What follows belongs to an exercise in optimizing a design on an open flow for small area; a production flow would make more cautious choices.
Function was checked by simulation only, so behaviour that the tests miss may differ from the original.
No activity file was given, so power comes from the tool's default toggle rates.

==> design/flow/design.v <==
module PWM_Generator (
	input clk,
	input rst,
	input [7:0] DUTY_CYCLE,
	input [15:0] ADC,
	input [9:0] PWM_PERIOD, DEAD_TIME,
	output reg PWM_UP, PWM_DOWN, Complete, ADC_Test
);
	reg [9:0] counter;
	reg [9:0] up_time_n;
	reg up_cin_n;
	reg lt;
	reg adc_gt;
	reg Fault;
	reg next_UP, next_DOWN;
	wire pp1 = ~(PWM_PERIOD[0] & DUTY_CYCLE[0]);
	wire pp2 = ~(PWM_PERIOD[0] & DUTY_CYCLE[1]);
	wire pp3 = ~(PWM_PERIOD[0] & DUTY_CYCLE[2]);
	wire pp4 = ~(PWM_PERIOD[0] & DUTY_CYCLE[3]);
	wire pp5 = ~(PWM_PERIOD[0] & DUTY_CYCLE[4]);
	wire pp6 = ~(PWM_PERIOD[0] & DUTY_CYCLE[5]);
	wire pp7 = ~(PWM_PERIOD[0] & DUTY_CYCLE[6]);
	wire pp8 = ~(PWM_PERIOD[0] & DUTY_CYCLE[7]);
	wire pp9 = ~(PWM_PERIOD[1] & DUTY_CYCLE[0]);
	wire pp10 = ~(PWM_PERIOD[1] & DUTY_CYCLE[1]);
	wire pp11 = ~(PWM_PERIOD[1] & DUTY_CYCLE[2]);
	wire pp12 = ~(PWM_PERIOD[1] & DUTY_CYCLE[3]);
	wire pp13 = ~(PWM_PERIOD[1] & DUTY_CYCLE[4]);
	wire pp14 = ~(PWM_PERIOD[1] & DUTY_CYCLE[5]);
	wire pp15 = ~(PWM_PERIOD[1] & DUTY_CYCLE[6]);
	wire pp16 = ~(PWM_PERIOD[1] & DUTY_CYCLE[7]);
	wire pp17 = ~(PWM_PERIOD[2] & DUTY_CYCLE[0]);
	wire pp18 = ~(PWM_PERIOD[2] & DUTY_CYCLE[1]);
	wire pp19 = ~(PWM_PERIOD[2] & DUTY_CYCLE[2]);
	wire pp20 = ~(PWM_PERIOD[2] & DUTY_CYCLE[3]);
	wire pp21 = ~(PWM_PERIOD[2] & DUTY_CYCLE[4]);
	wire pp22 = ~(PWM_PERIOD[2] & DUTY_CYCLE[5]);
	wire pp23 = ~(PWM_PERIOD[2] & DUTY_CYCLE[6]);
	wire pp24 = ~(PWM_PERIOD[2] & DUTY_CYCLE[7]);
	wire pp25 = ~(PWM_PERIOD[3] & DUTY_CYCLE[0]);
	wire pp26 = ~(PWM_PERIOD[3] & DUTY_CYCLE[1]);
	wire pp27 = ~(PWM_PERIOD[3] & DUTY_CYCLE[2]);
	wire pp28 = ~(PWM_PERIOD[3] & DUTY_CYCLE[3]);
	wire pp29 = ~(PWM_PERIOD[3] & DUTY_CYCLE[4]);
	wire pp30 = ~(PWM_PERIOD[3] & DUTY_CYCLE[5]);
	wire pp31 = ~(PWM_PERIOD[3] & DUTY_CYCLE[6]);
	wire pp32 = ~(PWM_PERIOD[3] & DUTY_CYCLE[7]);
	wire pp33 = ~(PWM_PERIOD[4] & DUTY_CYCLE[0]);
	wire pp34 = ~(PWM_PERIOD[4] & DUTY_CYCLE[1]);
	wire pp35 = ~(PWM_PERIOD[4] & DUTY_CYCLE[2]);
	wire pp36 = ~(PWM_PERIOD[4] & DUTY_CYCLE[3]);
	wire pp37 = ~(PWM_PERIOD[4] & DUTY_CYCLE[4]);
	wire pp38 = ~(PWM_PERIOD[4] & DUTY_CYCLE[5]);
	wire pp39 = ~(PWM_PERIOD[4] & DUTY_CYCLE[6]);
	wire pp40 = ~(PWM_PERIOD[4] & DUTY_CYCLE[7]);
	wire pp41 = ~(PWM_PERIOD[5] & DUTY_CYCLE[0]);
	wire pp42 = ~(PWM_PERIOD[5] & DUTY_CYCLE[1]);
	wire pp43 = ~(PWM_PERIOD[5] & DUTY_CYCLE[2]);
	wire pp44 = ~(PWM_PERIOD[5] & DUTY_CYCLE[3]);
	wire pp45 = ~(PWM_PERIOD[5] & DUTY_CYCLE[4]);
	wire pp46 = ~(PWM_PERIOD[5] & DUTY_CYCLE[5]);
	wire pp47 = ~(PWM_PERIOD[5] & DUTY_CYCLE[6]);
	wire pp48 = ~(PWM_PERIOD[5] & DUTY_CYCLE[7]);
	wire pp49 = ~(PWM_PERIOD[6] & DUTY_CYCLE[0]);
	wire pp50 = ~(PWM_PERIOD[6] & DUTY_CYCLE[1]);
	wire pp51 = ~(PWM_PERIOD[6] & DUTY_CYCLE[2]);
	wire pp52 = ~(PWM_PERIOD[6] & DUTY_CYCLE[3]);
	wire pp53 = ~(PWM_PERIOD[6] & DUTY_CYCLE[4]);
	wire pp54 = ~(PWM_PERIOD[6] & DUTY_CYCLE[5]);
	wire pp55 = ~(PWM_PERIOD[6] & DUTY_CYCLE[6]);
	wire pp56 = ~(PWM_PERIOD[6] & DUTY_CYCLE[7]);
	wire pp57 = ~(PWM_PERIOD[7] & DUTY_CYCLE[0]);
	wire pp58 = ~(PWM_PERIOD[7] & DUTY_CYCLE[1]);
	wire pp59 = ~(PWM_PERIOD[7] & DUTY_CYCLE[2]);
	wire pp60 = ~(PWM_PERIOD[7] & DUTY_CYCLE[3]);
	wire pp61 = ~(PWM_PERIOD[7] & DUTY_CYCLE[4]);
	wire pp62 = ~(PWM_PERIOD[7] & DUTY_CYCLE[5]);
	wire pp63 = ~(PWM_PERIOD[7] & DUTY_CYCLE[6]);
	wire pp64 = ~(PWM_PERIOD[7] & DUTY_CYCLE[7]);
	wire pp65 = ~(PWM_PERIOD[8] & DUTY_CYCLE[0]);
	wire pp66 = ~(PWM_PERIOD[8] & DUTY_CYCLE[1]);
	wire pp67 = ~(PWM_PERIOD[8] & DUTY_CYCLE[2]);
	wire pp68 = ~(PWM_PERIOD[8] & DUTY_CYCLE[3]);
	wire pp69 = ~(PWM_PERIOD[8] & DUTY_CYCLE[4]);
	wire pp70 = ~(PWM_PERIOD[8] & DUTY_CYCLE[5]);
	wire pp71 = ~(PWM_PERIOD[8] & DUTY_CYCLE[6]);
	wire pp72 = ~(PWM_PERIOD[8] & DUTY_CYCLE[7]);
	wire pp73 = ~(PWM_PERIOD[9] & DUTY_CYCLE[0]);
	wire pp74 = ~(PWM_PERIOD[9] & DUTY_CYCLE[1]);
	wire pp75 = ~(PWM_PERIOD[9] & DUTY_CYCLE[2]);
	wire pp76 = ~(PWM_PERIOD[9] & DUTY_CYCLE[3]);
	wire pp77 = ~(PWM_PERIOD[9] & DUTY_CYCLE[4]);
	wire pp78 = ~(PWM_PERIOD[9] & DUTY_CYCLE[5]);
	wire pp79 = ~(PWM_PERIOD[9] & DUTY_CYCLE[6]);
	wire pp80 = ~(PWM_PERIOD[9] & DUTY_CYCLE[7]);
	wire s81, c82;
	pwm_fa u_s81(.a(pp7), .b(pp14), .c(1'b1), .s(s81), .co(c82));
	wire s83, c84;
	pwm_fa u_s83(.a(pp8), .b(pp15), .c(pp22), .s(s83), .co(c84));
	wire s85, c86;
	pwm_fa u_s85(.a(pp29), .b(pp36), .c(1'b1), .s(s85), .co(c86));
	wire s87, c88;
	pwm_fa u_s87(.a(pp16), .b(pp23), .c(pp30), .s(s87), .co(c88));
	wire s89, c90;
	pwm_fa u_s89(.a(pp37), .b(pp44), .c(pp51), .s(s89), .co(c90));
	wire s91, c92;
	pwm_fa u_s91(.a(pp24), .b(pp31), .c(pp38), .s(s91), .co(c92));
	wire s93, c94;
	pwm_fa u_s93(.a(pp45), .b(pp52), .c(pp59), .s(s93), .co(c94));
	wire s95, c96;
	pwm_fa u_s95(.a(pp32), .b(pp39), .c(pp46), .s(s95), .co(c96));
	wire s97, c98;
	pwm_fa u_s97(.a(pp53), .b(pp60), .c(1'b1), .s(s97), .co(c98));
	wire s99, c100;
	pwm_fa u_s99(.a(pp40), .b(pp47), .c(pp54), .s(s99), .co(c100));
	wire s101, c102;
	pwm_fa u_s101(.a(pp5), .b(pp12), .c(1'b1), .s(s101), .co(c102));
	wire s103, c104;
	pwm_fa u_s103(.a(pp6), .b(pp13), .c(pp20), .s(s103), .co(c104));
	wire s105, c106;
	pwm_fa u_s105(.a(pp27), .b(pp34), .c(1'b1), .s(s105), .co(c106));
	wire s107, c108;
	pwm_fa u_s107(.a(s81), .b(pp21), .c(pp28), .s(s107), .co(c108));
	wire s109, c110;
	pwm_fa u_s109(.a(pp35), .b(pp42), .c(pp49), .s(s109), .co(c110));
	wire s111, c112;
	pwm_fa u_s111(.a(c82), .b(s83), .c(s85), .s(s111), .co(c112));
	wire s113, c114;
	pwm_fa u_s113(.a(pp43), .b(pp50), .c(pp57), .s(s113), .co(c114));
	wire s115, c116;
	pwm_fa u_s115(.a(c84), .b(c86), .c(s87), .s(s115), .co(c116));
	wire s117, c118;
	pwm_fa u_s117(.a(s89), .b(pp58), .c(pp65), .s(s117), .co(c118));
	wire s119, c120;
	pwm_fa u_s119(.a(c88), .b(c90), .c(s91), .s(s119), .co(c120));
	wire s121, c122;
	pwm_fa u_s121(.a(s93), .b(pp66), .c(pp73), .s(s121), .co(c122));
	wire s123, c124;
	pwm_fa u_s123(.a(c92), .b(c94), .c(s95), .s(s123), .co(c124));
	wire s125, c126;
	pwm_fa u_s125(.a(s97), .b(pp67), .c(pp74), .s(s125), .co(c126));
	wire s127, c128;
	pwm_fa u_s127(.a(c96), .b(c98), .c(s99), .s(s127), .co(c128));
	wire s129, c130;
	pwm_fa u_s129(.a(pp61), .b(pp68), .c(pp75), .s(s129), .co(c130));
	wire s131, c132;
	pwm_fa u_s131(.a(c100), .b(pp48), .c(pp55), .s(s131), .co(c132));
	wire s133, c134;
	pwm_fa u_s133(.a(pp62), .b(pp69), .c(pp76), .s(s133), .co(c134));
	wire s135, c136;
	pwm_fa u_s135(.a(pp56), .b(pp63), .c(pp70), .s(s135), .co(c136));
	wire s137, c138;
	pwm_fa u_s137(.a(pp4), .b(pp11), .c(1'b1), .s(s137), .co(c138));
	wire s139, c140;
	pwm_fa u_s139(.a(s101), .b(pp19), .c(pp26), .s(s139), .co(c140));
	wire s141, c142;
	pwm_fa u_s141(.a(c102), .b(s103), .c(s105), .s(s141), .co(c142));
	wire s143, c144;
	pwm_fa u_s143(.a(c104), .b(c106), .c(s107), .s(s143), .co(c144));
	wire s145, c146;
	pwm_fa u_s145(.a(c108), .b(c110), .c(s111), .s(s145), .co(c146));
	wire s147, c148;
	pwm_fa u_s147(.a(c112), .b(c114), .c(s115), .s(s147), .co(c148));
	wire s149, c150;
	pwm_fa u_s149(.a(c116), .b(c118), .c(s119), .s(s149), .co(c150));
	wire s151, c152;
	pwm_fa u_s151(.a(c120), .b(c122), .c(s123), .s(s151), .co(c152));
	wire s153, c154;
	pwm_fa u_s153(.a(c124), .b(c126), .c(s127), .s(s153), .co(c154));
	wire s155, c156;
	pwm_fa u_s155(.a(c128), .b(c130), .c(s131), .s(s155), .co(c156));
	wire s157, c158;
	pwm_fa u_s157(.a(c132), .b(c134), .c(s135), .s(s157), .co(c158));
	wire s159, c160;
	pwm_fa u_s159(.a(c136), .b(pp64), .c(pp71), .s(s159), .co(c160));
	wire s161, c162;
	pwm_fa u_s161(.a(pp3), .b(pp10), .c(1'b1), .s(s161), .co(c162));
	wire s163, c164;
	pwm_fa u_s163(.a(s137), .b(pp18), .c(pp25), .s(s163), .co(c164));
	wire s165, c166;
	pwm_fa u_s165(.a(c138), .b(s139), .c(pp33), .s(s165), .co(c166));
	wire s167, c168;
	pwm_fa u_s167(.a(c140), .b(s141), .c(pp41), .s(s167), .co(c168));
	wire s169, c170;
	pwm_fa u_s169(.a(c142), .b(s143), .c(s109), .s(s169), .co(c170));
	wire s171, c172;
	pwm_fa u_s171(.a(c144), .b(s145), .c(s113), .s(s171), .co(c172));
	wire s173, c174;
	pwm_fa u_s173(.a(c146), .b(s147), .c(s117), .s(s173), .co(c174));
	wire s175, c176;
	pwm_fa u_s175(.a(c148), .b(s149), .c(s121), .s(s175), .co(c176));
	wire s177, c178;
	pwm_fa u_s177(.a(c150), .b(s151), .c(s125), .s(s177), .co(c178));
	wire s179, c180;
	pwm_fa u_s179(.a(c152), .b(s153), .c(s129), .s(s179), .co(c180));
	wire s181, c182;
	pwm_fa u_s181(.a(c154), .b(s155), .c(s133), .s(s181), .co(c182));
	wire s183, c184;
	pwm_fa u_s183(.a(c156), .b(s157), .c(pp77), .s(s183), .co(c184));
	wire s185, c186;
	pwm_fa u_s185(.a(c158), .b(s159), .c(pp78), .s(s185), .co(c186));
	wire s187, c188;
	pwm_fa u_s187(.a(c160), .b(pp72), .c(pp79), .s(s187), .co(c188));
	wire g189 = ~pp2 & ~pp9;
	wire m190;
	pwm_maj u_m190(.a(s161), .b(pp17), .c(~g189), .y(m190));
	wire m191;
	pwm_maj u_m191(.a(c162), .b(s163), .c(m190), .y(m191));
	wire m192;
	pwm_maj u_m192(.a(c164), .b(s165), .c(m191), .y(m192));
	wire m193;
	pwm_maj u_m193(.a(c166), .b(s167), .c(m192), .y(m193));
	wire m194;
	pwm_maj u_m194(.a(c168), .b(s169), .c(m193), .y(m194));
	wire m195;
	pwm_maj u_m195(.a(c170), .b(s171), .c(m194), .y(m195));
	wire s196, c197;
	pwm_fa u_s196(.a(c172), .b(s173), .c(1'b1), .s(s196), .co(c197));
	wire s198, c199;
	pwm_fa u_s198(.a(c174), .b(s175), .c(c197), .s(s198), .co(c199));
	wire s200, c201;
	pwm_fa u_s200(.a(c176), .b(s177), .c(c199), .s(s200), .co(c201));
	wire s202, c203;
	pwm_fa u_s202(.a(c178), .b(s179), .c(c201), .s(s202), .co(c203));
	wire s204, c205;
	pwm_fa u_s204(.a(c180), .b(s181), .c(c203), .s(s204), .co(c205));
	wire s206, c207;
	pwm_fa u_s206(.a(c182), .b(s183), .c(c205), .s(s206), .co(c207));
	wire s208, c209;
	pwm_fa u_s208(.a(c184), .b(s185), .c(c207), .s(s208), .co(c209));
	wire s210, c211;
	pwm_fa u_s210(.a(c186), .b(s187), .c(c209), .s(s210), .co(c211));
	wire s212, c213;
	pwm_fa u_s212(.a(c188), .b(pp80), .c(c211), .s(s212), .co(c213));
	wire hs214 = counter[1] ^ counter[0];
	wire hc215 = counter[1] & counter[0];
	wire hs216 = counter[2] ^ hc215;
	wire hc217 = counter[2] & hc215;
	wire hs218 = counter[3] ^ hc217;
	wire hc219 = counter[3] & hc217;
	wire hs220 = counter[4] ^ hc219;
	wire hc221 = counter[4] & hc219;
	wire hs222 = counter[5] ^ hc221;
	wire hc223 = counter[5] & hc221;
	wire hs224 = counter[6] ^ hc223;
	wire hc225 = counter[6] & hc223;
	wire hs226 = counter[7] ^ hc225;
	wire hc227 = counter[7] & hc225;
	wire hs228 = counter[8] ^ hc227;
	wire hc229 = counter[8] & hc227;
	wire hs230 = counter[9] ^ hc229;
	wire hc231 = counter[9] & hc229;
	wire g232 = ~counter[0] | ~PWM_PERIOD[0];
	wire m233;
	pwm_maj u_m233(.a(hs214), .b(~PWM_PERIOD[1]), .c(g232), .y(m233));
	wire m234;
	pwm_maj u_m234(.a(hs216), .b(~PWM_PERIOD[2]), .c(m233), .y(m234));
	wire m235;
	pwm_maj u_m235(.a(hs218), .b(~PWM_PERIOD[3]), .c(m234), .y(m235));
	wire m236;
	pwm_maj u_m236(.a(hs220), .b(~PWM_PERIOD[4]), .c(m235), .y(m236));
	wire m237;
	pwm_maj u_m237(.a(hs222), .b(~PWM_PERIOD[5]), .c(m236), .y(m237));
	wire m238;
	pwm_maj u_m238(.a(hs224), .b(~PWM_PERIOD[6]), .c(m237), .y(m238));
	wire m239;
	pwm_maj u_m239(.a(hs226), .b(~PWM_PERIOD[7]), .c(m238), .y(m239));
	wire m240;
	pwm_maj u_m240(.a(hs228), .b(~PWM_PERIOD[8]), .c(m239), .y(m240));
	wire m241;
	pwm_maj u_m241(.a(hs230), .b(~PWM_PERIOD[9]), .c(m240), .y(m241));
	wire g242 = hc231 | m241;
	wire hs243 = DEAD_TIME[1] ^ up_time_n[0];
	wire hc244 = DEAD_TIME[1] & up_time_n[0];
	wire s245, c246;
	pwm_fa u_s245(.a(hs214), .b(DEAD_TIME[2]), .c(up_time_n[1]), .s(s245), .co(c246));
	wire s247, c248;
	pwm_fa u_s247(.a(hs216), .b(DEAD_TIME[3]), .c(up_time_n[2]), .s(s247), .co(c248));
	wire s249, c250;
	pwm_fa u_s249(.a(hs218), .b(DEAD_TIME[4]), .c(up_time_n[3]), .s(s249), .co(c250));
	wire s251, c252;
	pwm_fa u_s251(.a(hs220), .b(DEAD_TIME[5]), .c(up_time_n[4]), .s(s251), .co(c252));
	wire s253, c254;
	pwm_fa u_s253(.a(hs222), .b(DEAD_TIME[6]), .c(up_time_n[5]), .s(s253), .co(c254));
	wire s255, c256;
	pwm_fa u_s255(.a(hs224), .b(DEAD_TIME[7]), .c(up_time_n[6]), .s(s255), .co(c256));
	wire s257, c258;
	pwm_fa u_s257(.a(hs226), .b(DEAD_TIME[8]), .c(up_time_n[7]), .s(s257), .co(c258));
	wire s259, c260;
	pwm_fa u_s259(.a(hs228), .b(DEAD_TIME[9]), .c(up_time_n[8]), .s(s259), .co(c260));
	wire hs261 = hs230 ^ up_time_n[9];
	wire hc262 = hs230 & up_time_n[9];
	wire m263;
	pwm_maj u_m263(.a(~counter[0]), .b(hs243), .c(up_cin_n), .y(m263));
	wire m264;
	pwm_maj u_m264(.a(hc244), .b(s245), .c(m263), .y(m264));
	wire m265;
	pwm_maj u_m265(.a(c246), .b(s247), .c(m264), .y(m265));
	wire m266;
	pwm_maj u_m266(.a(c248), .b(s249), .c(m265), .y(m266));
	wire m267;
	pwm_maj u_m267(.a(c250), .b(s251), .c(m266), .y(m267));
	wire m268;
	pwm_maj u_m268(.a(c252), .b(s253), .c(m267), .y(m268));
	wire m269;
	pwm_maj u_m269(.a(c254), .b(s255), .c(m268), .y(m269));
	wire m270;
	pwm_maj u_m270(.a(c256), .b(s257), .c(m269), .y(m270));
	wire m271;
	pwm_maj u_m271(.a(c258), .b(s259), .c(m270), .y(m271));
	wire m272;
	pwm_maj u_m272(.a(c260), .b(hs261), .c(m271), .y(m272));
	wire g273 = hc262 | m272;
	wire m274;
	pwm_maj u_m274(.a(DEAD_TIME[1]), .b(up_time_n[0]), .c(up_cin_n), .y(m274));
	wire m275;
	pwm_maj u_m275(.a(DEAD_TIME[2]), .b(up_time_n[1]), .c(m274), .y(m275));
	wire m276;
	pwm_maj u_m276(.a(DEAD_TIME[3]), .b(up_time_n[2]), .c(m275), .y(m276));
	wire m277;
	pwm_maj u_m277(.a(DEAD_TIME[4]), .b(up_time_n[3]), .c(m276), .y(m277));
	wire m278;
	pwm_maj u_m278(.a(DEAD_TIME[5]), .b(up_time_n[4]), .c(m277), .y(m278));
	wire m279;
	pwm_maj u_m279(.a(DEAD_TIME[6]), .b(up_time_n[5]), .c(m278), .y(m279));
	wire m280;
	pwm_maj u_m280(.a(DEAD_TIME[7]), .b(up_time_n[6]), .c(m279), .y(m280));
	wire m281;
	pwm_maj u_m281(.a(DEAD_TIME[8]), .b(up_time_n[7]), .c(m280), .y(m281));
	wire m282;
	pwm_maj u_m282(.a(DEAD_TIME[9]), .b(up_time_n[8]), .c(m281), .y(m282));
	wire g283 = up_time_n[9] & m282;
	wire s284, c285;
	pwm_fa u_s284(.a(counter[0]), .b(~DEAD_TIME[1]), .c(1'b1), .s(s284), .co(c285));
	wire s286, c287;
	pwm_fa u_s286(.a(counter[1]), .b(~DEAD_TIME[2]), .c(c285), .s(s286), .co(c287));
	wire s288, c289;
	pwm_fa u_s288(.a(counter[2]), .b(~DEAD_TIME[3]), .c(c287), .s(s288), .co(c289));
	wire s290, c291;
	pwm_fa u_s290(.a(counter[3]), .b(~DEAD_TIME[4]), .c(c289), .s(s290), .co(c291));
	wire s292, c293;
	pwm_fa u_s292(.a(counter[4]), .b(~DEAD_TIME[5]), .c(c291), .s(s292), .co(c293));
	wire s294, c295;
	pwm_fa u_s294(.a(counter[5]), .b(~DEAD_TIME[6]), .c(c293), .s(s294), .co(c295));
	wire s296, c297;
	pwm_fa u_s296(.a(counter[6]), .b(~DEAD_TIME[7]), .c(c295), .s(s296), .co(c297));
	wire s298, c299;
	pwm_fa u_s298(.a(counter[7]), .b(~DEAD_TIME[8]), .c(c297), .s(s298), .co(c299));
	wire s300, c301;
	pwm_fa u_s300(.a(counter[8]), .b(~DEAD_TIME[9]), .c(c299), .s(s300), .co(c301));
	wire s302, c303;
	pwm_fa u_s302(.a(counter[9]), .b(c301), .c(1'b1), .s(s302), .co(c303));
	wire m304;
	pwm_maj u_m304(.a(s284), .b(up_time_n[0]), .c(up_cin_n), .y(m304));
	wire m305;
	pwm_maj u_m305(.a(s286), .b(up_time_n[1]), .c(m304), .y(m305));
	wire m306;
	pwm_maj u_m306(.a(s288), .b(up_time_n[2]), .c(m305), .y(m306));
	wire m307;
	pwm_maj u_m307(.a(s290), .b(up_time_n[3]), .c(m306), .y(m307));
	wire m308;
	pwm_maj u_m308(.a(s292), .b(up_time_n[4]), .c(m307), .y(m308));
	wire m309;
	pwm_maj u_m309(.a(s294), .b(up_time_n[5]), .c(m308), .y(m309));
	wire m310;
	pwm_maj u_m310(.a(s296), .b(up_time_n[6]), .c(m309), .y(m310));
	wire m311;
	pwm_maj u_m311(.a(s298), .b(up_time_n[7]), .c(m310), .y(m311));
	wire m312;
	pwm_maj u_m312(.a(s300), .b(up_time_n[8]), .c(m311), .y(m312));
	wire m313;
	pwm_maj u_m313(.a(s302), .b(up_time_n[9]), .c(m312), .y(m313));
	wire hs314 = DEAD_TIME[1] ^ ~PWM_PERIOD[0];
	wire hc315 = DEAD_TIME[1] & ~PWM_PERIOD[0];
	wire s316, c317;
	pwm_fa u_s316(.a(DEAD_TIME[2]), .b(~PWM_PERIOD[1]), .c(hc315), .s(s316), .co(c317));
	wire s318, c319;
	pwm_fa u_s318(.a(DEAD_TIME[3]), .b(~PWM_PERIOD[2]), .c(c317), .s(s318), .co(c319));
	wire s320, c321;
	pwm_fa u_s320(.a(DEAD_TIME[4]), .b(~PWM_PERIOD[3]), .c(c319), .s(s320), .co(c321));
	wire s322, c323;
	pwm_fa u_s322(.a(DEAD_TIME[5]), .b(~PWM_PERIOD[4]), .c(c321), .s(s322), .co(c323));
	wire s324, c325;
	pwm_fa u_s324(.a(DEAD_TIME[6]), .b(~PWM_PERIOD[5]), .c(c323), .s(s324), .co(c325));
	wire s326, c327;
	pwm_fa u_s326(.a(DEAD_TIME[7]), .b(~PWM_PERIOD[6]), .c(c325), .s(s326), .co(c327));
	wire s328, c329;
	pwm_fa u_s328(.a(DEAD_TIME[8]), .b(~PWM_PERIOD[7]), .c(c327), .s(s328), .co(c329));
	wire s330, c331;
	pwm_fa u_s330(.a(DEAD_TIME[9]), .b(~PWM_PERIOD[8]), .c(c329), .s(s330), .co(c331));
	wire hs332 = ~PWM_PERIOD[9] ^ c331;
	wire hc333 = ~PWM_PERIOD[9] & c331;
	wire g334 = counter[0] | hs314;
	wire m335;
	pwm_maj u_m335(.a(counter[1]), .b(s316), .c(g334), .y(m335));
	wire m336;
	pwm_maj u_m336(.a(counter[2]), .b(s318), .c(m335), .y(m336));
	wire m337;
	pwm_maj u_m337(.a(counter[3]), .b(s320), .c(m336), .y(m337));
	wire m338;
	pwm_maj u_m338(.a(counter[4]), .b(s322), .c(m337), .y(m338));
	wire m339;
	pwm_maj u_m339(.a(counter[5]), .b(s324), .c(m338), .y(m339));
	wire m340;
	pwm_maj u_m340(.a(counter[6]), .b(s326), .c(m339), .y(m340));
	wire m341;
	pwm_maj u_m341(.a(counter[7]), .b(s328), .c(m340), .y(m341));
	wire m342;
	pwm_maj u_m342(.a(counter[8]), .b(s330), .c(m341), .y(m342));
	wire m343;
	pwm_maj u_m343(.a(counter[9]), .b(hs332), .c(m342), .y(m343));
	wire g344 = ~hc333 & m343;
	wire [9:0] cinc = {hs230, hs228, hs226, hs224, hs222, hs220, hs218, hs216, hs214, ~counter[0]};
	wire [9:0] prod_n = {c213, s212, s210, s208, s206, s204, s202, s200, s198, s196};
	wire wrap = (|PWM_PERIOD) & ~(~g242);
	wire ge_h = c303;
	always @(posedge clk) begin
		if (rst) begin
			counter <= 10'd0;
			up_time_n <= 10'h3ff;
			up_cin_n <= 1'b1;
			lt <= 1'b0;
			adc_gt <= 1'b0;
			Fault <= 1'b0;
			next_UP <= 1'b0;
			next_DOWN <= 1'b0;
			PWM_UP <= 1'b0;
			PWM_DOWN <= 1'b0;
			Complete <= 1'b0;
			ADC_Test <= 1'b0;
		end else begin
			counter <= wrap ? 10'd0 : cinc;
			if (wrap) begin
				up_time_n <= prod_n;
				up_cin_n <= m195;
				adc_gt <= ADC > 16'd10;
			end
			lt <= wrap ? (~g283) : (~g273);
			next_UP <= lt & ge_h;
			next_DOWN <= ge_h & ~(~m313) & (~g344);
			if (!Fault) begin
				Complete <= wrap;
				ADC_Test <= adc_gt;
			end
			PWM_UP <= next_UP & ~Fault;
			PWM_DOWN <= next_DOWN & ~Fault;
			Fault <= Fault | (next_UP & next_DOWN);
		end
	end
endmodule
module pwm_fa(input a, input b, input c, output s, output co);
	assign s = a ^ b ^ c;
	assign co = (a & b) | (a & c) | (b & c);
endmodule
module pwm_maj(input a, input b, input c, output y);
	assign y = (a & b) | (a & c) | (b & c);
endmodule
==> design/flow/run.sh <==
#!/bin/bash
# synth_recipe.tcl (not shown) runs the flow's synth.tcl, then flattens the netlist and writes it again
# the make line also repeats each setting of config.mk as NAME=value (left out here)
make -C /OpenROAD-flow-scripts/flow DESIGN_CONFIG=/design/flow/config.mk WORK_HOME=/design/flow/orfs CLKGATE_MAP_FILE= SYNTH_SCRIPT=/design/flow/synth_recipe.tcl finish
==> design/flow/config.mk <==
export PLATFORM = sky130hd
export DESIGN_NAME = PWM_Generator
export DESIGN_NICKNAME = PWM_Generator
export VERILOG_FILES = /design/flow/design.v
export SDC_FILE = /design/flow/constraint.sdc
export NUM_CORES = 4
export LEC_CHECK = 0
export CAP_MARGIN = 20
export CORE_MARGIN = 2
export CORE_UTILIZATION = 40
export SLEW_MARGIN = 20
export SYNTH_HIERARCHICAL = 1
export SYNTH_MINIMUM_KEEP_SIZE = 0
==> design/flow/constraint.sdc <==
create_clock -name core_clock -period 7.0 [get_ports {clk}]
set_input_delay 1.4000 -clock core_clock [delete_from_list [all_inputs] [get_ports {clk}]]
set_output_delay 1.4000 -clock core_clock [all_outputs]
set_load 0.01 [all_outputs]
==> results of run 1 <==
critical path: cells and delay by family:
kind	cells	cell delay [ps]
AND/OR/NAND/NOR	2	160
buffers and inverters	1	190
adder cells (fa/ha/maj)	13	5170
multiplexers	1	70
Yosys stat by module, one instance, submodules excluded:
module         cells  times used  cell area, um2  flip-flops and latches
PWM_Generator    242           1            1830                      30
pwm_fa             1          89            20.0                       0
pwm_maj            1          53            11.3                       0
Yosys cell counts, drive strengths merged (3+ instances only):
cell type and n:
nor3b 9, mux2i 12, nor4 5, ha 13
buf 13, clkbuf 12, maj3 53, nor2 27
fa 89, nor3 3, dfxtp 30, a21oi 4
nand2 79, inv 22
worst paths after layout:
path	cells after the start	slack, ps	startpoint	end
worst max-delay path	17	150	DUTY_CYCLE[3]	up_time_n[8]$_SDFFE_PP1P_
worst min-delay path	2	460	Complete$_SDFFE_PP0N_	Complete$_SDFFE_PP0N_
worst max register to register	13	2010	counter[0]$_SDFF_PP0_	next_DOWN$_SDFF_PP0_
worst min register to register	2	460	Complete$_SDFFE_PP0N_	Complete$_SDFFE_PP0N_
registers in the layout, indices dropped and copies added, names as in the netlist:
signal and flops:
PWM_DOWN 1, adc_gt 1, next_UP 1, ADC_Test 1, counter 10, Fault 1
lt 1, PWM_UP 1, next_DOWN 1, Complete 1, up_time_n 10, up_cin_n 1
metrics by stage:
step | instances | total power (W) | setup WS, ps | utilization, % | TNS [ps]
finish | 587 | 0.000810 | 149 | 49.9 | 0
global route | 587 | 0.000893 | 5.11 | 49.9 | 0
CTS | 587 | 0.000827 | -24.9 | 49.7 | -24.9
detailed placement | 578 | 0.000649 | -611 | 48.5 | -1440
global placement | 578 | 0.000640 | -581 | 48.5 | -1350
floorplan | 393 | 0.000528 | 20.5 | - | 0
cell families after synthesis:
family / Yosys count / share of synthesized area [%]
and+or+nand+nor: 130 / 15.1
other: 1 / 0.0890
AOI/OAI and AO/OA: 8 / 1.81
muxes: 13 / 3.12
DFF: 30 / 14.3
adders and majority gates: 155 / 60.3
buffers and inverters: 47 / 5.26
power by group:
group          internal [W]  switching (W)
registers          0.000173     0.00000283
clock network      0.000105      0.0000672
logic              0.000237       0.000225
per-layer routing:
metal / global-route usage [%] / share of wire, % / vias to the layer above
met1: 22.5 / 47 / 1436
met3: 1.82 / 3.0 / 8
met2: 26.8 / 49 / 56
met4: 3.25 / 0.95 / 0
met5: 0 / 0 / -
li1: - / - / 1355
final cells by class:
cell class | count | area share, %
clock inverter | 3 | 0.781
multi-input combinational | 316 | 67.9
timing repair buffer | 75 | 13.3
tap | 136 | 3.32
inverter | 22 | 1.61
clock buffer | 5 | 1.34
sequential | 30 | 11.7
timing repair:
action / CTS / global route
buffers inserted: 1 / 0
gates resized for setup: 53 / 7
setup endpoints to repair: 3 / 2
pin swaps: 21 / 15
==> impl_metrics.toml, run 1 <==
[floorplan]
die_area_mm2 = 0.0114
row_count = 37
fp.dieH_um = 107
die_w_um = 107
io_pins = 50
start_util_pct = 41.0
coreArea_mm2 = 0.0103

[yosys]
netlist.area_leader.share_pct = 42.3
synthTopCellsByArea = "fa_1 42%, dfxtp_1 14%, maj3_2 14%"
synthFlopType = "dfxtp_1"
synth_edf_count = 0
ys_ff_latch = 30
yosysWarnings = 7
ys_types = 30
avgSynthCellArea_um2 = 11.0
ys_seq_area_share_pct = 14.3
yosysTopAreaCell = "fa_1"
ys_async_sr_fraction_pct = 0
synth_area_mm2 = 0.00421
syn-instance-count = 384

[global_routing]
grt_max_degree = 42
track_usage_pct = 16.0
gr-total-overflow = 0
antenna_found_initial = 0
grt_pass1_vias = 3143
grt_pass1_wl_mm = 14.6

[clock_tree]
path_clk_slew_ps = 70
numCtsBuffers = 5
cts_tree = "done"
clockRootBuffer = "clkbuf_8"
cts_hold_buf = 0
clock-sinks = 30
htreeDepth = 2
clock_latency_ps = 280
clk_path_buf_depth = 2

[detailed_routing]
dr.pass1.iters = 4
ant_nets = 0
dr_total_vias = 2855
totalWireLength_mm = 8.45
drt_iter0_markers = 75
drc = 0
wl_per_cell_um = 14.4
viasPerCell = 4.86

[pwr]
p_leak_nw = 1.94
max-vdd-ir-drop_mv = 0.0934
power.density_mw_per_mm2 = 158

[finish]
final_area_mm2 = 0.00513
regArea_um2 = 601
syn_to_final_growth_pct = 21.7
mostFrequentLayoutCells = "75 x nand2_1, 71 x fa_1, 53 x maj3_2"
layout_commonest_cell = "nand2_1"
nets = 598
multi_input_area_mm2 = 0.00348
fill_cells = 976
layout-drive-gt1-share_pct = 29.5
antenna_cells = 0

[setup_path]
startpoint_type = "primary input"
crit_required_ps = 7130
crit_fanout = 2
crit_path_end_kind = "register"
cp.arrival_ps = 6980
crit_path_max_incr_delay_ps = 580
crit_slowest_cell = "fa_2"
crit_top_cell = "fa_2"
worstSetupPathType = "in -> reg"
worstPathCellList = "clkdlybuf4s15_1 -> nand2_2 -> fa_2 -> fa_2 -> fa_2 -> fa_1 -> fa_2 -> fa_2 -> fa_2 -> fa_2 -> fa_2 -> fa_2 -> fa_2 -> fa_2 -> fa_1 -> nor2_1 -> mux2i_1"

[timing]
timing.final.crit_share_pct = 97.9
hold_slack_ps = 461
worst_pin_slew_ps = 1060
skew_ps = 8.48
slew_viol_final = 0
max_freq_mhz = 146
period_needed_ps = 6850
rsz0062_at_grt = "no"
setup_viol = 0
hold_viol = 0
slew_headroom_pct = 29.3

[run_status]
status = "finished clean"

[place]
placed_area_mm2 = 0.00498
gp_congestion = 0.791
dpl.hpwl_mm = 7.33
io_buffer_count = 48

[min_path]
hp-class = "reg -> reg"

[flow_run]
cap_violations = 0
==> run 2, diff against run 1 <==
==> design/flow/flow/run.sh (new file) <==
#!/bin/bash
cp standard.sh standard_copy.log
export BUFFER_PORTS_ARGS="-buffer_cell sky130_fd_sc_hd__buf_2"
bash standard.sh > standard.log 2>&1
==> design/flow/standard.sh (new file) <==
#!/bin/bash
# synth_recipe.tcl (not shown) runs the flow's synth.tcl, then flattens the netlist and writes it again
# the make line also repeats each setting of config.mk as NAME=value (left out here)
make -C /OpenROAD-flow-scripts/flow DESIGN_CONFIG=/design/flow/config.mk WORK_HOME=/design/flow/orfs CLKGATE_MAP_FILE= SYNTH_SCRIPT=/design/flow/synth_recipe.tcl "${@:-finish}"
removed: design/flow/run.sh
==> impl_metrics.toml, run 2 <==
[pwr]
p_leak_nw = 1.86
power.density_mw_per_mm2 = 160
max-vdd-ir-drop_mv = 0.0656

[setup_path]
worst_r2r_endpoint = "next_DOWN$_SDFF_PP0_"
reg2regPathDepth = 13
crit_required_ps = 7130
worstSetupPathType = "in -> reg"
startpoint_type = "primary input"
r2r_setup_slack_ps = 1960
startpoint = "PWM_PERIOD[0]"
crit_path_end_kind = "register"
cp.arrival_ps = 6950
r2r-start = "counter[0]$_SDFF_PP0_"
crit_fanout = 3
crit_end = "up_time_n[8]$_SDFFE_PP1P_"

[global_routing]
grt_max_degree = 42
gr-total-overflow = 0
track_usage_pct = 15.8
grt_pass1_vias = 3054
grt_pass1_wl_mm = 14.3
antenna_found_initial = 0

[clock_tree]
post_cts_buffers = 0
clock-sinks = 30
numCtsBuffers = 5
cts_resized = 0
clock_latency_ps = 280
clk_path_buf_depth = 2
cts_hold_buf = 0
cts_tree = "done"
htreeDepth = 2
clockRootBuffer = "clkbuf_8"
path_clk_slew_ps = 60

[finish]
utilization_pct = 46.4
fill_cells = 1021
mostFrequentLayoutCells = "79 x nand2_1, 77 x fa_1, 53 x maj3_2"
layout_commonest_cell = "nand2_1"
syn_to_final_growth_pct = 13.2
antenna_cells = 0
reg_top3 = "counter: 10 flops, up_time_n: 10 flops"
layout-drive-gt1-share_pct = 34.5
nets = 588

[yosys]
ys_types = 30
synth_area_mm2 = 0.00421
avgSynthCellArea_um2 = 11.0
yosysTopAreaCell = "fa_1"
synth_edf_count = 0
ys_seq_area_share_pct = 14.3
syn-instance-count = 384
synth_common_cells = "89 x fa_1, 79 x nand2_1, 53 x maj3_2"
netlist.area_leader.share_pct = 42.3
ys_async_sr_fraction_pct = 0
ys_ff_latch = 30
yosysWarnings = 7
synthFlopType = "dfxtp_1"
synthTopCellsByArea = "fa_1 42%, dfxtp_1 14%, maj3_2 14%"
synth_most_common_cell = "fa_1"

[floorplan]
fp.dieH_um = 107
io_pins = 50
die_area_mm2 = 0.0114
coreArea_mm2 = 0.0103
start_util_pct = 41.0
die_w_um = 107
row_count = 37

[detailed_routing]
totalWireLength_mm = 8.33
wl_per_cell_um = 14.4
viasPerCell = 4.91
dr.pass1.iters = 5
drc = 0
dr_total_vias = 2835
ant_nets = 0
drt_iter0_markers = 79

[place]
dpl.hpwl_mm = 7.12
dp_slack_ps = -141
io_buffer_count = 48
gp_congestion = 0.795

[timing]
timing.final.crit_share_pct = 97.5
worst_slack_ps = 172
slew_viol_final = 0
period_needed_ps = 6830
rsz0062_at_grt = "no"
worst_pin_slew_ps = 1010
fin_setup_tns_ps = 0
max_freq_mhz = 146
hold_viol = 0
setup_viol = 0
slew_headroom_pct = 32.5
skew_ps = 3.76

[min_path]
hp-class = "reg -> reg"

[flow_run]
cap_violations = 0

[run_status]
status = "finished clean"
run 2: changes by cell type in the layout (fill, tap and decap cells not counted), sizes merged:
cell	previous run	this run
bufinv	1	0
clkinv	2	1
dlygate4sd2	1	0
clkdlybuf4s50	35	0
dlymetal6s2s	2	0
buf	35	65
clkbuf	5	7
clkdlybuf4s15	2	0
run 2: cells by family after synthesis:
logic type,share of synthesized area (%)
other,0.0890
muxes,3.12
DFF,14.3
AOI/OAI and AO/OA,1.81
and+or+nand+nor,15.1
adders and majority gates,60.3
buffers and inverters,5.26
run 2: per-module statistics from Yosys, one instance, submodules excluded:
module / cell area, um2 / copies in the design
pwm_fa: 20.0 / 89
PWM_Generator: 1830 / 1
pwm_maj: 11.3 / 53
run 2: layer usage:
metal	global-route usage, %	wire length, um	share of wire [%]	vias to the layer above
li1	-	-	-	1330
met1	22.6	3940	47	1437
met2	26.3	4070	49	60
met3	1.28	256	3.1	8
met4	3.62	74	0.89	0
met5	0	0	0	-
run 2: how the worst min path moves through the flow:
| stage | startpoint | end | slack, ps | depth (start not counted) |
|---|---|---|---|---|
| 2_1_floorplan | next_DOWN$_SDFF_PP0_ | PWM_DOWN$_SDFF_PP0_ | 430 | 1 |
| 3_3_place_gp | next_DOWN$_SDFF_PP0_ | PWM_DOWN$_SDFF_PP0_ | 450 | 1 |
| 3_5_place_dp | next_DOWN$_SDFF_PP0_ | PWM_DOWN$_SDFF_PP0_ | 450 | 1 |
| 4_1_cts | next_DOWN$_SDFF_PP0_ | PWM_DOWN$_SDFF_PP0_ | 470 | 1 |
| 5_1_grt | next_DOWN$_SDFF_PP0_ | PWM_DOWN$_SDFF_PP0_ | 490 | 1 |
| 6_report | next_DOWN$_SDFF_PP0_ | PWM_DOWN$_SDFF_PP0_ | 460 | 1 |
run 2: per-stage QoR:
step | cell area [um2] | power, W | cells | hold WS [ps]
6_report | 4770 | 0.000760 | 577 | 465
4_1_cts | 4770 | 0.000778 | 577 | 466
5_1_grt | 4770 | 0.000842 | 577 | 487
3_5_place_dp | 4680 | 0.000631 | 569 | 449
2_1_floorplan | 4290 | 0.000528 | 393 | 430
3_3_place_gp | 4680 | 0.000624 | 569 | 449
run 2: power by group:
group          total (W)  switching, W  internal [W]
sequential      0.000176    0.00000287      0.000173
clock           0.000143     0.0000642     0.0000792
combinational   0.000441      0.000221      0.000220
run 2: cell type report:
class | instances | area, um2 | share of cell area [%]
Multi-Input combinational cell | 316 | 3450 | 72.5
Clock buffer | 7 | 86.3 | 1.81
Tap cell | 136 | 170 | 3.57
Clock inverter | 1 | 5.00 | 0.105
Timing Repair Buffer | 65 | 368 | 7.72
Sequential cell | 30 | 601 | 12.6
Inverter | 22 | 82.6 | 1.73
run 2: critical path, stage by stage:
cell and delay, ps:
buf_2 120, nand2_1 90, fa_1 460, fa_1 570, fa_1 430, fa_1 470
fa_2 380, fa_2 340, fa_2 350, fa_2 340, fa_2 340, fa_2 340
fa_2 340, fa_2 340, fa_1 430, nor2_1 110, mux2i_1 90
==> run 3, diff against run 2 <==
==> design/flow/flow/run.sh (replaced) <==
#!/bin/bash
bash standard.sh BUFFER_PORTS_ARGS="-buffer_cell sky130_fd_sc_hd__buf_1" RECOVER_POWER=100 finish > standard.log 2>&1
==> impl_metrics.toml, run 3 <==
[clock_tree]
clock-sinks = 30
clock_latency_ps = 280
cts_tree = "done"
clk_path_buf_depth = 2
htreeDepth = 2
numCtsBuffers = 5
clockRootBuffer = "clkbuf_8"
path_clk_slew_ps = 70

[finish]
final_area_mm2 = 0.00473
nets = 591
layout-drive-gt1-share_pct = 22.3
layout_commonest_cell = "nand2_1"
mostFrequentLayoutCells = "78 x nand2_1, 75 x fa_1, 44 x maj3_2"
reg_top3 = "counter: 10 flops, up_time_n: 10 flops"
antenna_cells = 0
syn_to_final_growth_pct = 12.3

[yosys]
ys_seq_area_share_pct = 14.3
ys_types = 30
ys_ff_latch = 30
syn-instance-count = 384
netlist.area_leader.share_pct = 42.3
synthTopCellsByArea = "fa_1 42%, dfxtp_1 14%, maj3_2 14%"
avgSynthCellArea_um2 = 11.0
synthFlopType = "dfxtp_1"
synth_common_cells = "89 x fa_1, 79 x nand2_1, 53 x maj3_2"
yosysTopAreaCell = "fa_1"
synth_most_common_cell = "fa_1"
synth_edf_count = 0
yosysWarnings = 7
ys_async_sr_fraction_pct = 0
synth_area_mm2 = 0.00421

[setup_path]
crit_top_cell = "fa_2"
crit_fanout = 3
startpoint_type = "primary input"
cp_num_cells = 17
worst_r2r_endpoint = "next_DOWN$_SDFF_PP0_"
crit_path_max_incr_delay_ps = 550
crit_slowest_cell = "fa_1"
crit_path_end_kind = "register"
r2r-start = "counter[0]$_SDFF_PP0_"
crit_required_ps = 7140
reg2regPathDepth = 13
cp.arrival_ps = 6980
cp_top_family = "adder cells"
worstPathBufferInverterCount = 1
worstPathCellList = "clkbuf_2 -> nand2_2 -> fa_1 -> fa_1 -> fa_1 -> fa_1 -> fa_2 -> fa_2 -> fa_2 -> fa_2 -> fa_2 -> fa_2 -> fa_2 -> fa_2 -> fa_1 -> nor2_1 -> mux2i_1"
worstSetupPathType = "in -> reg"
r2r_setup_slack_ps = 1980

[floorplan]
fp.dieH_um = 107
coreArea_mm2 = 0.0103
row_count = 37
die_area_mm2 = 0.0114
io_pins = 50
die_w_um = 107
start_util_pct = 41.0

[global_routing]
grt_pass1_wl_mm = 15.4
track_usage_pct = 16.8
grt_pass1_vias = 3222
gr-total-overflow = 0
grt_max_degree = 42
antenna_found_initial = 0

[pwr]
intPower_w = 0.000497
pwr-share-clk_pct = 21.6
p_leak_nw = 1.73
comb_power_share_pct = 56.2
max-vdd-ir-drop_mv = 0.0681
power.density_mw_per_mm2 = 168
p_sw_share_pct = 37.3
finalPower_w = 0.000793
p_sw_w = 0.000295
pwr-share-seq_pct = 22.2

[flow_run]
cap_violations = 0

[min_path]
min_path_cells = 1
hp-class = "reg -> reg"
min_to = "next_UP$_SDFF_PP0_"
hold_start = "lt$_SDFF_PP0_"

[timing]
worst_pin_slew_ps = 888
hold_viol = 0
timing.final.crit_share_pct = 97.7
period_needed_ps = 6840
worst_slack_ps = 161
max_freq_mhz = 146
skew_ps = 8.41
setup_viol = 0
slew_headroom_pct = 40.8
fin_setup_tns_ps = 0
slew_viol_final = 0
rsz0062_at_grt = "no"

[detailed_routing]
wl_per_cell_um = 14.9
drt_iter0_markers = 93
viasPerCell = 4.97
dr_total_vias = 2882
dr.pass1.iters = 4
totalWireLength_mm = 8.65
ant_nets = 0
drc = 0

[place]
io_buffer_count = 48
gp_congestion = 0.808
placed_area_mm2 = 0.00466
dpl.hpwl_mm = 7.36
dp_slack_ps = -258

[run_status]
status = "finished clean"
==> run 3: changes by cell type in the layout (fill, tap and decap cells not counted), moves of 6 or more <==
cell,delta
buf_1,+41
buf_2,-48
clkbuf_2,+6
maj3_1,+9
maj3_2,-9
nor3b_1,+8
nor3b_2,-8
==> run 3: worst max path at each step <==
stage                           endpoint           from  slack, ps
3_5_place_dp   up_time_n[8]$_SDFFE_PP1P_  DUTY_CYCLE[5]       -260
5_1_grt        up_time_n[8]$_SDFFE_PP1P_  PWM_PERIOD[3]          9
6_report       up_time_n[8]$_SDFFE_PP1P_  DUTY_CYCLE[7]        160
2_1_floorplan  up_time_n[8]$_SDFFE_PP1P_  DUTY_CYCLE[7]         20
4_1_cts        up_time_n[8]$_SDFFE_PP1P_  DUTY_CYCLE[5]         50
3_3_place_gp   up_time_n[8]$_SDFFE_PP1P_  DUTY_CYCLE[7]       -170
==> run 3: Yosys stat by module (local to each module, per instance) <==
module | cell area (um2) | cells inside | copies in the design | flops+latches
pwm_maj | 11.3 | 1 | 53 | 0
PWM_Generator | 1830 | 242 | 1 | 30
pwm_fa | 20.0 | 1 | 89 | 0
==> run 3: power groups by stage <==
stage	Combinational [W]	Sequential (W)	Clock, W
after floorplan	0.000349	0.000179	0
after global placement	0.000442	0.000180	0
after detailed placement	0.000455	0.000180	0
after CTS	0.000457	0.000176	0.000176
after global routing	0.000516	0.000176	0.000184
final	0.000445	0.000176	0.000171
==> run 3: area by class of cell <==
class	instances	area, um2
clock buffers	5	68.8
multi-input cells	316	3400
well taps	136	170
flip-flops and latches	30	601
repair buffers	68	363
inverters	22	82.6
fillers	1014	5550
clock inverters	3	40.0
==> run 3: routing by layer <==
| metal | vias to the layer above | GRT usage (%) | share of wire (%) |
|---|---|---|---|
| met3 | 6 | 1.88 | 2.9 |
| met1 | 1477 | 23.7 | 47 |
| li1 | 1339 | - | - |
| met5 | - | 0 | 0 |
| met4 | 0 | 3.43 | 0.75 |
| met2 | 60 | 28.2 | 50 |
==> run 3: kinds of logic after synthesis <==
kind of cell             after synthesis  share of synthesized area, %
AND/OR/NAND/NOR                      130                          15.1
adder cells (fa/ha/maj)              155                          60.3
AO/OA/AOI/OAI                          8                          1.81
buffers and inverters                 47                          5.26
flip-flops                            30                          14.3
other                                  1                        0.0890
multiplexers                          13                          3.12
==> run 3: timing repair <==
item,in CTS,in global routing
buffers inserted,0,0
endpoints found under the setup margin,0,2
resized for setup,0,11
hold buffers,0,0
==> run 3: metrics by stage <==
step	hold WS (ps)	instances	util (%)
after floorplan	430	393	-
after global placement	448	572	45.4
after detailed placement	451	572	45.4
after CTS	473	580	46.4
after global routing	480	580	46.0
final	466	580	46.0
==> run 4, diff against run 3 <==
==> design/flow/flow/run.sh (replaced) <==
#!/bin/bash
bash standard.sh BUFFER_PORTS_ARGS="-buffer_cell sky130_fd_sc_hd__buf_2" RECOVER_POWER=100 finish > standard.log 2>&1
==> design/flow/config.mk (replaced) <==
export PLATFORM = sky130hd
export DESIGN_NAME = PWM_Generator
export DESIGN_NICKNAME = PWM_Generator
export VERILOG_FILES = /design/flow/design.v
export SDC_FILE = /design/flow/constraint.sdc
export NUM_CORES = 4
export LEC_CHECK = 0
export CAP_MARGIN = 5
export CORE_MARGIN = 2
export CORE_UTILIZATION = 60
export SLEW_MARGIN = 5
export SYNTH_HIERARCHICAL = 1
export SYNTH_MINIMUM_KEEP_SIZE = 0
==> impl_metrics.toml, run 4 <==
[floorplan]
fp.dieH_um = 87.8
die_w_um = 87.8
die_area_mm2 = 0.00771
start_util_pct = 62.0
io_pins = 50
coreArea_mm2 = 0.00679
row_count = 30

[min_path]
hp-class = "reg -> reg"

[clock_tree]
numCtsBuffers = 5
cts_resized = 0
cts_tree = "done"
htreeDepth = 2
clk_path_buf_depth = 2
cts_hold_buf = 0
clock_latency_ps = 290
post_cts_buffers = 0
clock-sinks = 30
path_clk_slew_ps = 70
clockRootBuffer = "clkbuf_8"

[detailed_routing]
drt_iter0_markers = 90
ant_nets = 0
totalWireLength_mm = 8.22
wl_per_cell_um = 15.2
dr_total_vias = 2850
viasPerCell = 5.27
dr.pass1.iters = 4
drc = 0

[global_routing]
antenna_found_initial = 0
grt_max_degree = 42
grt_pass1_wl_mm = 14.0
grt_pass1_vias = 3057
track_usage_pct = 23.7
gr-total-overflow = 0

[timing]
slew_headroom_pct = 38.9
max_freq_mhz = 147
hold_slack_ps = 465
skew_ps = 8.44
hold_viol = 0
setup_viol = 0
timing.final.crit_share_pct = 97.4
period_needed_ps = 6820
worst_pin_slew_ps = 917
rsz0062_at_grt = "no"
slew_viol_final = 0

[setup_path]
startpoint_type = "primary input"
worstSetupPathType = "in -> reg"
crit_required_ps = 7140
cp_top_family = "adder cells"
crit_path_max_incr_delay_ps = 550
crit_top_cell = "fa_2"
r2r_setup_slack_ps = 2000
crit_path_end_kind = "register"
crit_slowest_cell = "fa_1"
worstPathCellList = "clkbuf_4 -> nand2_2 -> fa_1 -> fa_1 -> fa_1 -> fa_1 -> fa_2 -> fa_2 -> fa_2 -> fa_2 -> fa_2 -> fa_2 -> fa_2 -> fa_2 -> fa_1 -> nor2_1 -> mux2i_1"
crit_fanout = 5
cp.arrival_ps = 6960
worstPathBufferInverterCount = 1

[yosys]
synth_mux_area_share_pct = 3.12
synth_edf_count = 0
ys_seq_area_share_pct = 14.3
avgSynthCellArea_um2 = 11.0
yosysWarnings = 7
synth-simple-area-share_pct = 15.1
syn-instance-count = 384
synth_area_mm2 = 0.00421
synth_xor_area_share_pct = 0
synthFlopType = "dfxtp_1"
ys_types = 30
yosysTopAreaCell = "fa_1"
synth_top_family_by_area = "adder cells"
netlist.area_leader.share_pct = 42.3
ys_ff_latch = 30
synthAdderAreaFrac_pct = 60.3
synth_compound_area_share_pct = 1.81
synth_most_common_cell = "fa_1"
synth_common_cells = "89 x fa_1, 79 x nand2_1, 53 x maj3_2"
synthTopCellsByArea = "fa_1 42%, dfxtp_1 14%, maj3_2 14%"
ys_async_sr_fraction_pct = 0

[flow_run]
cap_violations = 0

[place]
place_inst = 533
dpl.hpwl_mm = 6.96
io_buffer_count = 48
gp_congestion = 0.850

[pwr]
p_leak_nw = 1.82
max-vdd-ir-drop_mv = 0.117
pwr-share-seq_pct = 22.8
comb_power_share_pct = 57.9
p_sw_w = 0.000296
pwr-share-clk_pct = 19.2
power.density_mw_per_mm2 = 164
p_sw_share_pct = 38.4
intPower_w = 0.000474

[finish]
utilization_pct = 69.2
antenna_cells = 0
layout_commonest_cell = "nand2_1"
nets = 592
syn_to_final_growth_pct = 11.7
mostFrequentLayoutCells = "77 x nand2_1, 75 x fa_1, 45 x maj3_2"
reg_top3 = "counter: 10 flops, up_time_n: 10 flops"
fin_cells = 541
layout-drive-gt1-share_pct = 31.0

[run_status]
status = "finished clean"
==> run 4: cell counts after synthesis <==
No cell type changed its count.
==> run 4: metal layers <==
layer / vias to the layer above / share of wire (%) / track usage (%)
li1: 1342 / - / -
met5: - / 0 / 0
met2: 74 / 52 / 41.0
met3: 9 / 4.6 / 3.11
met1: 1425 / 42 / 33.0
met4: 0 / 0.83 / 3.50
==> run 4: cell families (layout without fill, tap and decap cells) <==
kind of cell | count (synthesis) | count (layout)
multiplexers | 13 | 13
AND/OR/NAND/NOR | 130 | 130
buffers and inverters | 47 | 99
AO/OA/AOI/OAI | 8 | 8
flip-flops | 30 | 30
adder cells (fa/ha/maj) | 155 | 155
other | 1 | 10
==> run 4: Yosys stat by module, one instance, submodules excluded <==
module / cell area [um2] / flip-flops and latches / cells inside
pwm_fa: 20.0 / 0 / 1
PWM_Generator: 1830 / 30 / 242
pwm_maj: 11.3 / 0 / 1
==> run 4: final cells by class <==
cell class	instances	area, um2
Fill cell	554	2090
Inverter	22	82.6
Clock buffer	6	82.6
Multi-Input combinational cell	316	3410
Clock inverter	2	12.5
Sequential cell	30	601
Tap cell	96	120
Timing Repair Buffer	69	398
==> run 4: power groups by stage <==
stage,registers [W],clock network [W],logic [W]
after floorplan,0.000179,0,0.000349
after global placement,0.000180,0,0.000448
after detailed placement,0.000180,0,0.000455
after CTS,0.000176,0.000152,0.000458
after global routing,0.000176,0.000160,0.000511
final,0.000176,0.000148,0.000446
==> run 4: worst register-to-register path, cell delays in order (launching register included) <==
cell and delay, ps:
dfxtp_1 380, fa_1 450, fa_1 390, fa_1 380, fa_1 390, fa_1 390, fa_1 390, fa_1 400
fa_1 400, fa_1 400, fa_1 470, maj3_1 330, nand3b_1 90, a21oi_1 40
==> run 4: stage by stage <==
| stage | setup slack, ps | power [W] | TNS, ps | area, um2 |
|---|---|---|---|---|
| 2_1_floorplan | 20.5 | 0.000528 | 0 | 4290 |
| 3_3_place_gp | -144 | 0.000628 | -231 | 4660 |
| 3_5_place_dp | -188 | 0.000635 | -317 | 4660 |
| 4_1_cts | 118 | 0.000785 | 0 | 4750 |
| 5_1_grt | 7.59 | 0.000847 | 0 | 4700 |
| 6_report | 180 | 0.000770 | 0 | 4700 |
==> run 4: final timing paths <==
path | startpoint | end | cells after the start
worst max-delay path | PWM_PERIOD[1] | up_time_n[8]$_SDFFE_PP1P_ | 17
worst min-delay path | Complete$_SDFFE_PP0N_ | Complete$_SDFFE_PP0N_ | 2
worst max register to register | counter[0]$_SDFF_PP0_ | next_DOWN$_SDFF_PP0_ | 13
worst min register to register | Complete$_SDFFE_PP0N_ | Complete$_SDFFE_PP0N_ | 2
==> run 5, diff against run 4 <==
==> design/flow/flow/run.sh (replaced) <==
#!/bin/bash
bash standard.sh BUFFER_PORTS_ARGS="-buffer_cell sky130_fd_sc_hd__buf_1" RECOVER_POWER=100 \
  CTS_ARGS="-sink_clustering_enable -repair_clock_nets -dont_use_dummy_load" finish > standard.log 2>&1
==> design/flow/config.mk (replaced) <==
export PLATFORM = sky130hd
export DESIGN_NAME = PWM_Generator
export DESIGN_NICKNAME = PWM_Generator
export VERILOG_FILES = /design/flow/design.v
export SDC_FILE = /design/flow/constraint.sdc
export NUM_CORES = 4
export LEC_CHECK = 0
export CAP_MARGIN = 20
export CORE_MARGIN = 2
export CORE_UTILIZATION = 40
export SLEW_MARGIN = 20
export SYNTH_HIERARCHICAL = 1
export SYNTH_MINIMUM_KEEP_SIZE = 0
==> impl_metrics.toml, run 5 <==
[run_status]
status = "finished clean"

[global_routing]
grt_pass1_vias = 3218
antenna_found_initial = 0
grt_max_degree = 42
gr-total-overflow = 0
grt_pass1_wl_mm = 15.4
track_usage_pct = 16.9

[floorplan]
coreArea_mm2 = 0.0103
io_pins = 50
row_count = 37
die_area_mm2 = 0.0114
start_util_pct = 41.0
fp.dieH_um = 107
die_w_um = 107

[setup_path]
crit_slowest_cell = "fa_1"
worstSetupPathType = "in -> reg"
cp_top_family = "adder cells"
reg2regPathDepth = 13
startpoint_type = "primary input"
crit_path_end_kind = "register"
crit_required_ps = 7140
cp_num_cells = 17
crit_path_max_incr_delay_ps = 550
worstPathCellList = "clkbuf_2 -> nand2_2 -> fa_1 -> fa_1 -> fa_1 -> fa_1 -> fa_2 -> fa_2 -> fa_2 -> fa_2 -> fa_2 -> fa_2 -> fa_2 -> fa_2 -> fa_1 -> nor2_1 -> mux2i_1"
crit_fanout = 4
cp.arrival_ps = 6980
crit_top_cell = "fa_2"
worstPathBufferInverterCount = 1

[clock_tree]
cts_tree = "done"
clock_latency_ps = 280
clock-sinks = 30
clockRootBuffer = "clkbuf_8"
htreeDepth = 2
path_clk_slew_ps = 70
clk_path_buf_depth = 2
numCtsBuffers = 5
post_cts_buffers = 0

[detailed_routing]
viasPerCell = 5.02
ant_nets = 0
drc = 0
drt_iter0_markers = 100
totalWireLength_mm = 8.63
dr_total_vias = 2895
wl_per_cell_um = 15.0
dr.pass1.iters = 4

[yosys]
ys_ff_latch = 30
synth_most_common_cell = "fa_1"
synthTopCellsByArea = "fa_1 42%, dfxtp_1 14%, maj3_2 14%"
synth_area_mm2 = 0.00421
avgSynthCellArea_um2 = 11.0
ys_async_sr_fraction_pct = 0
ys_types = 30
syn-instance-count = 384
netlist.area_leader.share_pct = 42.3
yosysWarnings = 7
synth_edf_count = 0
synth_common_cells = "89 x fa_1, 79 x nand2_1, 53 x maj3_2"
synthFlopType = "dfxtp_1"
yosysTopAreaCell = "fa_1"
ys_seq_area_share_pct = 14.3

[timing]
fin_setup_tns_ps = 0
slew_viol_final = 0
worst_slack_ps = 160
timing.final.crit_share_pct = 97.7
rsz0062_at_grt = "no"
slew_headroom_pct = 41.3
period_needed_ps = 6840
skew_ps = 19.1
hold_viol = 0
setup_viol = 0
worst_pin_slew_ps = 881
max_freq_mhz = 146

[finish]
nets = 591
syn_to_final_growth_pct = 11.3
mostFrequentLayoutCells = "78 x nand2_1, 75 x fa_1, 44 x maj3_2"
antenna_cells = 0
reg_top3 = "counter: 10 flops, up_time_n: 10 flops"
regArea_um2 = 601
layout_commonest_cell = "nand2_1"
layout-drive-gt1-share_pct = 21.8
fill_cells = 1019
multi_input_area_mm2 = 0.00340

[place]
dpl.hpwl_mm = 7.36
gp_congestion = 0.808
dp_slack_ps = -258
io_buffer_count = 48

[flow_run]
cap_violations = 0

[pwr]
max-vdd-ir-drop_mv = 0.0572
p_leak_nw = 1.71
power.density_mw_per_mm2 = 158

[min_path]
hp-class = "reg -> reg"
min_path_cells = 1
run 5: cell counts after synthesis:
No cell type changed its count.
run 5: kinds of logic after synthesis:
family	share of synthesized area [%]
other cells	0.0890
mux	3.12
simple gates	15.1
compound gates	1.81
flops	14.3
buf+inv	5.26
fa+ha+maj	60.3
run 5: metal layers:
layer,GRT usage (%),up-vias,wire (um)
li1,-,1338,-
met1,23.8,1480,3910
met2,28.0,70,4310
met3,2.07,7,317
met4,3.71,0,87
met5,0,-,0
run 5: modules after synthesis, one instance, submodules excluded:
| module | flops+latches | area (um2) | cells | times used |
|---|---|---|---|---|
| pwm_fa | 0 | 20.0 | 1 | 89 |
| PWM_Generator | 30 | 1830 | 242 | 1 |
| pwm_maj | 0 | 11.3 | 1 | 53 |
run 5: area by class of cell:
cell class,instances,area share (%)
multi-input combinational,316,72.6
sequential,30,12.8
timing repair buffer,68,7.69
tap,136,3.63
inverter,22,1.76
clock buffer,5,1.47
run 5: final timing paths:
path	to	start	slack, ps
worst min-delay path	next_UP$_SDFF_PP0_	lt$_SDFF_PP0_	470
worst max register to register	next_DOWN$_SDFF_PP0_	counter[0]$_SDFF_PP0_	1990
worst min register to register	next_UP$_SDFF_PP0_	lt$_SDFF_PP0_	470
worst max-delay path	up_time_n[8]$_SDFFE_PP1P_	PWM_PERIOD[1]	160
run 5: what timing repair did:
item,in CTS,in global routing
gates resized for setup,0,10
hold buffers,0,0
endpoints found under the setup margin,0,2
run 5: where the power goes:
group	switching [W]	leakage (nW)	internal, W
Sequential	0.00000294	0.243	0.000173
Combinational	0.000225	1.43	0.000220
Clock	0.0000582	0.0359	0.0000638
run 5: stage by stage:
stage	instance area (um2)	std cells	util [%]	total power, W	hold WS, ps
after floorplan	4290	393	-	0.000528	430
after global placement	4660	572	45.4	0.000621	448
after detailed placement	4660	572	45.4	0.000635	451
after CTS	4730	577	46.1	0.000759	472
after global routing	4690	577	45.6	0.000827	480
final	4690	577	45.6	0.000743	467

## what the ideal ports hide
No port has a modelled driver above. Below, the same layouts with a new extraction and two added sets of constraints. Step 1, drivers: a clkbuf_16 drives clk and a buf_2 each remaining input, both assumed. Step 2 times the ports against the registers' clock, not the clock port: input delays grow and output delays shrink by t, the midpoint of the rising clock arrivals with the driver on. Slacks: ideal / step 1 / step 2; pairs: ideal / step 1.
| run | t, ns | setup slack, ns | worst data-port slew with drivers (ns) |
|---|---|---|---|
| run 1 | 0.299 | 0.149 / 0.153 / -0.147 | 0.05 |
| run 2 | 0.300 | 0.172 / 0.172 / -0.128 | 0.03 |
| run 3 | 0.301 | 0.161 / 0.156 / -0.145 | 0.03 |
| run 4 | 0.308 | 0.180 / 0.181 / -0.127 | 0.03 |
| run 5 | 0.297 | 0.160 / 0.155 / -0.142 | 0.03 |
With both steps, setup timing fails in every run listed, where it was met with ideal ports. For run 4, which loses most, drivers alone change the setup slack by +0.001 ns; drivers and shift together by -0.307 ns.
